Context: an optimization exercise on an open-source flow, tuned for small area, a short achievable clock period and few clock cycles. The choices shown serve that exercise and are no tape-out recipe.
Power is estimated from default activity; no workload was simulated.

==> flow/design.v <==
module MM(clk,i,j,reset,read,write,index,read_data,write_data,finish);
	input clk, reset;
	input [19:0] read_data;
	output [19:0] i, j;
	output read, write, index, finish;
	output [39:0] write_data;
	localparam S_SZ = 3'd0, S_RA = 3'd1, S_RB = 3'd2, S_W = 3'd3,
	           S_X = 3'd4, S_DR = 3'd5, S_FIN = 3'd6;
	reg [2:0] st, st_n;
	reg [2:0] k, k_n;           
	reg pend, pend_n;           
	reg [1:0] dcnt, dcnt_n;
	reg lastw, lastw_n;
	reg [19:0] row, row_n, col, col_n;    
	reg [19:0] mcm1, mcm1_n;
	reg [2:0] mbm1, mbm1_n;
	reg [19:0] ir, ir_n, jr, jr_n;
	reg rd, rd_n, wr, wr_n, idx, idx_n, fin, fin_n;
	wire col0 = (col == 20'd0);
	wire row0 = (row == 20'd0);
	wire [19:0] rowm1 = row - 20'd1;
	wire [19:0] colm1 = col - 20'd1;
	wire [19:0] nrow = col0 ? rowm1 : row;
	wire [19:0] ncol = col0 ? mcm1 : colm1;
	wire elast = row0 & col0;
	wire nlast = col0 ? ((row == 20'd1) & (mcm1 == 20'd0)) : (row0 & (col == 20'd1));
	wire [19:0] rd_dec = read_data - 20'd1;
	always @(*) begin
		st_n = st; k_n = k; pend_n = pend; dcnt_n = dcnt; lastw_n = lastw;
		row_n = row; col_n = col; mcm1_n = mcm1; mbm1_n = mbm1;
		ir_n = ir; jr_n = jr;
		rd_n = 1'b0; wr_n = 1'b0; idx_n = 1'b0; fin_n = 1'b0;
		case (st)
		S_SZ: begin
			rd_n = 1'b1; wr_n = 1'b1;
			case (ir[1:0])
			2'd0: begin row_n = rd_dec; ir_n = 20'd1; end
			2'd1: begin mbm1_n = rd_dec[2:0]; ir_n = 20'd2; end
			default: begin
				mcm1_n = rd_dec; col_n = rd_dec;
				st_n = S_RA; k_n = 3'd0; pend_n = 1'b0; lastw_n = 1'b0;
				ir_n = row; jr_n = 20'd0; wr_n = 1'b0;
			end
			endcase
		end
		S_RA: begin
			if (k == 3'd1 && pend) begin
				st_n = S_W; ir_n = row; jr_n = col; wr_n = 1'b1;
			end else begin
				st_n = S_RB; ir_n = {17'd0, k}; jr_n = pend ? ncol : col;
				rd_n = 1'b1; idx_n = 1'b1;
			end
		end
		S_RB: begin
			if (k != mbm1) begin
				st_n = S_RA; k_n = k + 3'd1;
				ir_n = pend ? nrow : row; jr_n = {17'd0, k + 3'd1}; rd_n = 1'b1;
			end else if (pend) begin
				st_n = S_W; ir_n = row; jr_n = col; wr_n = 1'b1;
			end else if (elast) begin
				st_n = S_DR; dcnt_n = 2'd2;
			end else if (mbm1 == 3'd0) begin
				st_n = S_X; pend_n = 1'b1;
			end else begin
				st_n = S_RA; k_n = 3'd0; pend_n = 1'b1;
				ir_n = nrow; jr_n = 20'd0; rd_n = 1'b1;
			end
		end
		S_X: begin
			st_n = S_RA; k_n = 3'd0; ir_n = nrow; jr_n = 20'd0; rd_n = 1'b1;
		end
		S_W: begin
			if (lastw) begin
				st_n = S_FIN;
			end else begin
				row_n = nrow; col_n = ncol; pend_n = 1'b0;
				if (mbm1 != 3'd0) begin
					st_n = S_RB; ir_n = 20'd1; jr_n = ncol; rd_n = 1'b1; idx_n = 1'b1;
				end else if (nlast) begin
					st_n = S_DR; dcnt_n = 2'd1;
				end else begin
					st_n = S_X; pend_n = 1'b1;
				end
			end
		end
		S_DR: begin
			if (dcnt == 2'd0) begin
				st_n = S_W; lastw_n = 1'b1; ir_n = row; jr_n = col; wr_n = 1'b1; fin_n = 1'b1;
			end else dcnt_n = dcnt - 2'd1;
		end
		default: begin
			st_n = S_FIN;
		end
		endcase
	end
	always @(posedge clk) begin
		if (reset) begin
			st <= S_SZ; ir <= 20'd0; rd <= 1'b1; wr <= 1'b1; idx <= 1'b0; fin <= 1'b0;
		end else begin
			st <= st_n; ir <= ir_n; rd <= rd_n; wr <= wr_n; idx <= idx_n; fin <= fin_n;
		end
		k <= k_n; pend <= pend_n; dcnt <= dcnt_n; lastw <= lastw_n;
		row <= row_n; col <= col_n; mcm1 <= mcm1_n; mbm1 <= mbm1_n;
		jr <= jr_n;
	end
	assign i = ir;
	assign j = jr;
	assign read = rd;
	assign write = wr;
	assign index = idx;
	assign finish = fin;
	reg [19:0] areg, breg;
	always @(posedge clk) begin
		if (st == S_RA) areg <= read_data;
		if (st == S_RB) breg <= read_data;
	end
	wire [10:0] y = (st == S_RB) ? {areg[9:0], 1'b0} : areg[19:9];
	reg [4:0] e_one, e_two, e_neg;
	integer m;
	always @(posedge clk) begin
		for (m = 0; m < 5; m = m + 1) begin
			e_neg[m] <= y[2*m+2];
			e_one[m] <= y[2*m+1] ^ y[2*m];
			e_two[m] <= (y[2*m+2] & ~y[2*m+1] & ~y[2*m]) | (~y[2*m+2] & y[2*m+1] & y[2*m]);
		end
	end
	wire [20:0] bx = {breg[19], breg};
	wire [20:0] b2 = {breg, 1'b0};
	reg [29:0] r0, r1, r2, r3, r4, r5;
	reg [20:0] pp;
	integer q;
	always @(*) begin
		r0 = 30'd0; r1 = 30'd0; r2 = 30'd0; r3 = 30'd0; r4 = 30'd0; r5 = 30'd0;
		for (q = 0; q < 5; q = q + 1) begin
			pp = ((bx & {21{e_one[q]}}) | (b2 & {21{e_two[q]}})) ^ {21{e_neg[q]}};
			case (q)
			0: r0 = {9'd0, ~pp[20], pp[19:0]};
			1: r1 = {7'd0, ~pp[20], pp[19:0], 1'b0, e_neg[0]};
			2: r2 = {5'd0, ~pp[20], pp[19:0], 1'b0, e_neg[1], 2'd0};
			3: r3 = {3'd0, ~pp[20], pp[19:0], 1'b0, e_neg[2], 4'd0};
			default: r4 = {1'd0, ~pp[20], pp[19:0], 1'b0, e_neg[3], 6'd0};
			endcase
		end
		r5 = {21'd0, e_neg[4], 8'd0};
	end
	wire [29:0] a1s = r0 ^ r1 ^ r2;
	wire [29:0] a1c = {((r0 & r1) | (r0 & r2) | (r1 & r2)), 1'b0};
	wire [29:0] b1s = r3 ^ r4 ^ r5;
	wire [29:0] b1c = {((r3 & r4) | (r3 & r5) | (r4 & r5)), 1'b0};
	wire [29:0] a2s = a1s ^ a1c ^ b1s;
	wire [29:0] a2c = {((a1s & a1c) | (a1s & b1s) | (a1c & b1s)), 1'b0};
	wire [29:0] a3s = a2s ^ a2c ^ b1c;
	wire [29:0] a3c = {((a2s & a2c) | (a2s & b1c) | (a2c & b1c)), 1'b0};
	reg [29:0] ps, pc;
	reg v_lo1, f_lo1, v_hi1, v_lo2, f_lo2, v_hi2;
	always @(posedge clk) begin
		ps <= a3s; pc <= a3c;
		v_lo1 <= (st == S_RB); f_lo1 <= (st == S_RB) && (k == 3'd0);
		v_hi1 <= v_lo1; v_lo2 <= v_lo1; f_lo2 <= f_lo1; v_hi2 <= v_hi1;
	end
	reg [39:0] init;
	always @(*) begin
		case (mbm1)
		3'd0: init = 40'd0 - 40'd1 * 40'd341 * 40'd1025 * 40'd1048576;
		3'd1: init = 40'd0 - 40'd2 * 40'd341 * 40'd1025 * 40'd1048576;
		3'd2: init = 40'd0 - 40'd3 * 40'd341 * 40'd1025 * 40'd1048576;
		3'd3: init = 40'd0 - 40'd4 * 40'd341 * 40'd1025 * 40'd1048576;
		3'd4: init = 40'd0 - 40'd5 * 40'd341 * 40'd1025 * 40'd1048576;
		3'd5: init = 40'd0 - 40'd6 * 40'd341 * 40'd1025 * 40'd1048576;
		3'd6: init = 40'd0 - 40'd7 * 40'd341 * 40'd1025 * 40'd1048576;
		default: init = 40'd0 - 40'd8 * 40'd341 * 40'd1025 * 40'd1048576;
		endcase
	end
	reg [39:0] acc;
	wire [39:0] accm = f_lo2 ? init : acc;
	wire [39:0] sm = ({40{v_lo2}} & {10'd0, ps}) | ({40{v_hi2}} & {ps, 10'd0});
	wire [39:0] cm = ({40{v_lo2}} & {10'd0, pc}) | ({40{v_hi2}} & {pc, 10'd0});
	wire [39:0] t3 = accm ^ sm ^ cm;
	wire [39:0] w3 = {((accm & sm) | (accm & cm) | (sm & cm)), 1'b0};
	wire [39:0] g0 = t3 & w3;
	wire [39:0] p0 = t3 ^ w3;
	reg [39:0] gg, pp2, gn, pn;
	integer s, b;
	always @(*) begin
		gg = g0; pp2 = p0;
		for (s = 1; s < 40; s = s * 2) begin
			for (b = 0; b < 40; b = b + 1) begin
				if (b >= s) begin
					gn[b] = gg[b] | (pp2[b] & gg[b-s]);
					pn[b] = pp2[b] & pp2[b-s];
				end else begin
					gn[b] = gg[b];
					pn[b] = pp2[b];
				end
			end
			gg = gn; pp2 = pn;
		end
	end
	always @(posedge clk) acc <= p0 ^ {gg[38:0], 1'b0};
	assign write_data = acc;
endmodule
==> flow/config.mk <==
export PLATFORM = sky130hd
export DESIGN_NAME = MM
export DESIGN_NICKNAME = MM
export VERILOG_FILES = /design/flow/design.v
export SDC_FILE = /design/flow/constraint.sdc
export NUM_CORES = 4
export LEC_CHECK = 0
export CAP_MARGIN = 20
export CORE_MARGIN = 2
export CORE_UTILIZATION = 40
export SETUP_SLACK_MARGIN = 5
export SLEW_MARGIN = 20
==> flow/constraint.sdc <==
create_clock -name core_clock -period 9.0 [get_ports {clk}]
set_input_delay 1.8000 -clock core_clock [delete_from_list [all_inputs] [get_ports {clk}]]
set_output_delay 1.8000 -clock core_clock [all_outputs]
set_load 0.01 [all_outputs]
standard.sh (not shown) runs the stock make flow with config.mk's settings and CLKGATE_MAP_FILE= SYNTH_SCRIPT=/design/flow/synth_recipe.tcl, a recipe that flattens the netlist after the stock synthesis.
==> flow/flow/run.sh <==
#!/bin/bash
# Standard ORFS layout, with repair_timing aiming further below the clock period.
set -euo pipefail
bash standard.sh SETUP_SLACK_MARGIN=6.0 finish > standard_flow.log 2>&1
The starting point produced a clean layout.
Edit:
--- a/flow/design.v
+++ b/flow/design.v
@@ -169,33 +169,16 @@
 		3'd5: init = 40'd0 - 40'd6 * 40'd341 * 40'd1025 * 40'd1048576;
 		3'd6: init = 40'd0 - 40'd7 * 40'd341 * 40'd1025 * 40'd1048576;
 		default: init = 40'd0 - 40'd8 * 40'd341 * 40'd1025 * 40'd1048576;
 		endcase
 	end
+	reg [19:0] initr;    
+	always @(posedge clk) initr <= init[39:20];
 	reg [39:0] acc;
-	wire [39:0] accm = f_lo2 ? init : acc;
+	wire [39:0] accm = f_lo2 ? {initr, 20'd0} : acc;
 	wire [39:0] sm = ({40{v_lo2}} & {10'd0, ps}) | ({40{v_hi2}} & {ps, 10'd0});
 	wire [39:0] cm = ({40{v_lo2}} & {10'd0, pc}) | ({40{v_hi2}} & {pc, 10'd0});
 	wire [39:0] t3 = accm ^ sm ^ cm;
 	wire [39:0] w3 = {((accm & sm) | (accm & cm) | (sm & cm)), 1'b0};
-	wire [39:0] g0 = t3 & w3;
-	wire [39:0] p0 = t3 ^ w3;
-	reg [39:0] gg, pp2, gn, pn;
-	integer s, b;
-	always @(*) begin
-		gg = g0; pp2 = p0;
-		for (s = 1; s < 40; s = s * 2) begin
-			for (b = 0; b < 40; b = b + 1) begin
-				if (b >= s) begin
-					gn[b] = gg[b] | (pp2[b] & gg[b-s]);
-					pn[b] = pp2[b] & pp2[b-s];
-				end else begin
-					gn[b] = gg[b];
-					pn[b] = pp2[b];
-				end
-			end
-			gg = gn; pp2 = pn;
-		end
-	end
-	always @(posedge clk) acc <= p0 ^ {gg[38:0], 1'b0};
+	always @(posedge clk) acc <= t3 + w3;
 	assign write_data = acc;
 endmodule
After rerunning: Fmax rose by about 13%; sequential share of layout area fell by 0.19 points; setup slack gains 0.42 ns; total power rose by 11%; critical path depth fell by 1; clock skew rose by 0.020 ns; clock power rose by about 5%.
No functional check of the RTL was part of any run of this note.

==> re-timing with driven ports <==
The results above use ideal ports. As a check the final layouts listed here were re-extracted and re-timed, cells and wires unchanged.
Step 1 assumes that a clkbuf_16 drives the clock port and a buf_2 every other input.
Step 2 also shifts input and output timing later by t, the mid clock arrival at the registers, as if the neighbouring blocks saw the same clock.
Three values: ideal, step 1, step 2; two values: the first two.
run	t, ns	setup WS [ns]	worst setup path at the end	worst register clock-pin slew, ns
the first run	0.635	5.231 / 5.231 / 4.827	input to register	0.07 / 0.07
the second run	0.650	5.653 / 5.653 / 5.141	input to register	0.07 / 0.07
After both steps every run listed still meets setup and hold. The setup slack of the second run, which loses most, moves by 0.000 ns with the drivers and by -0.512 ns with both steps.
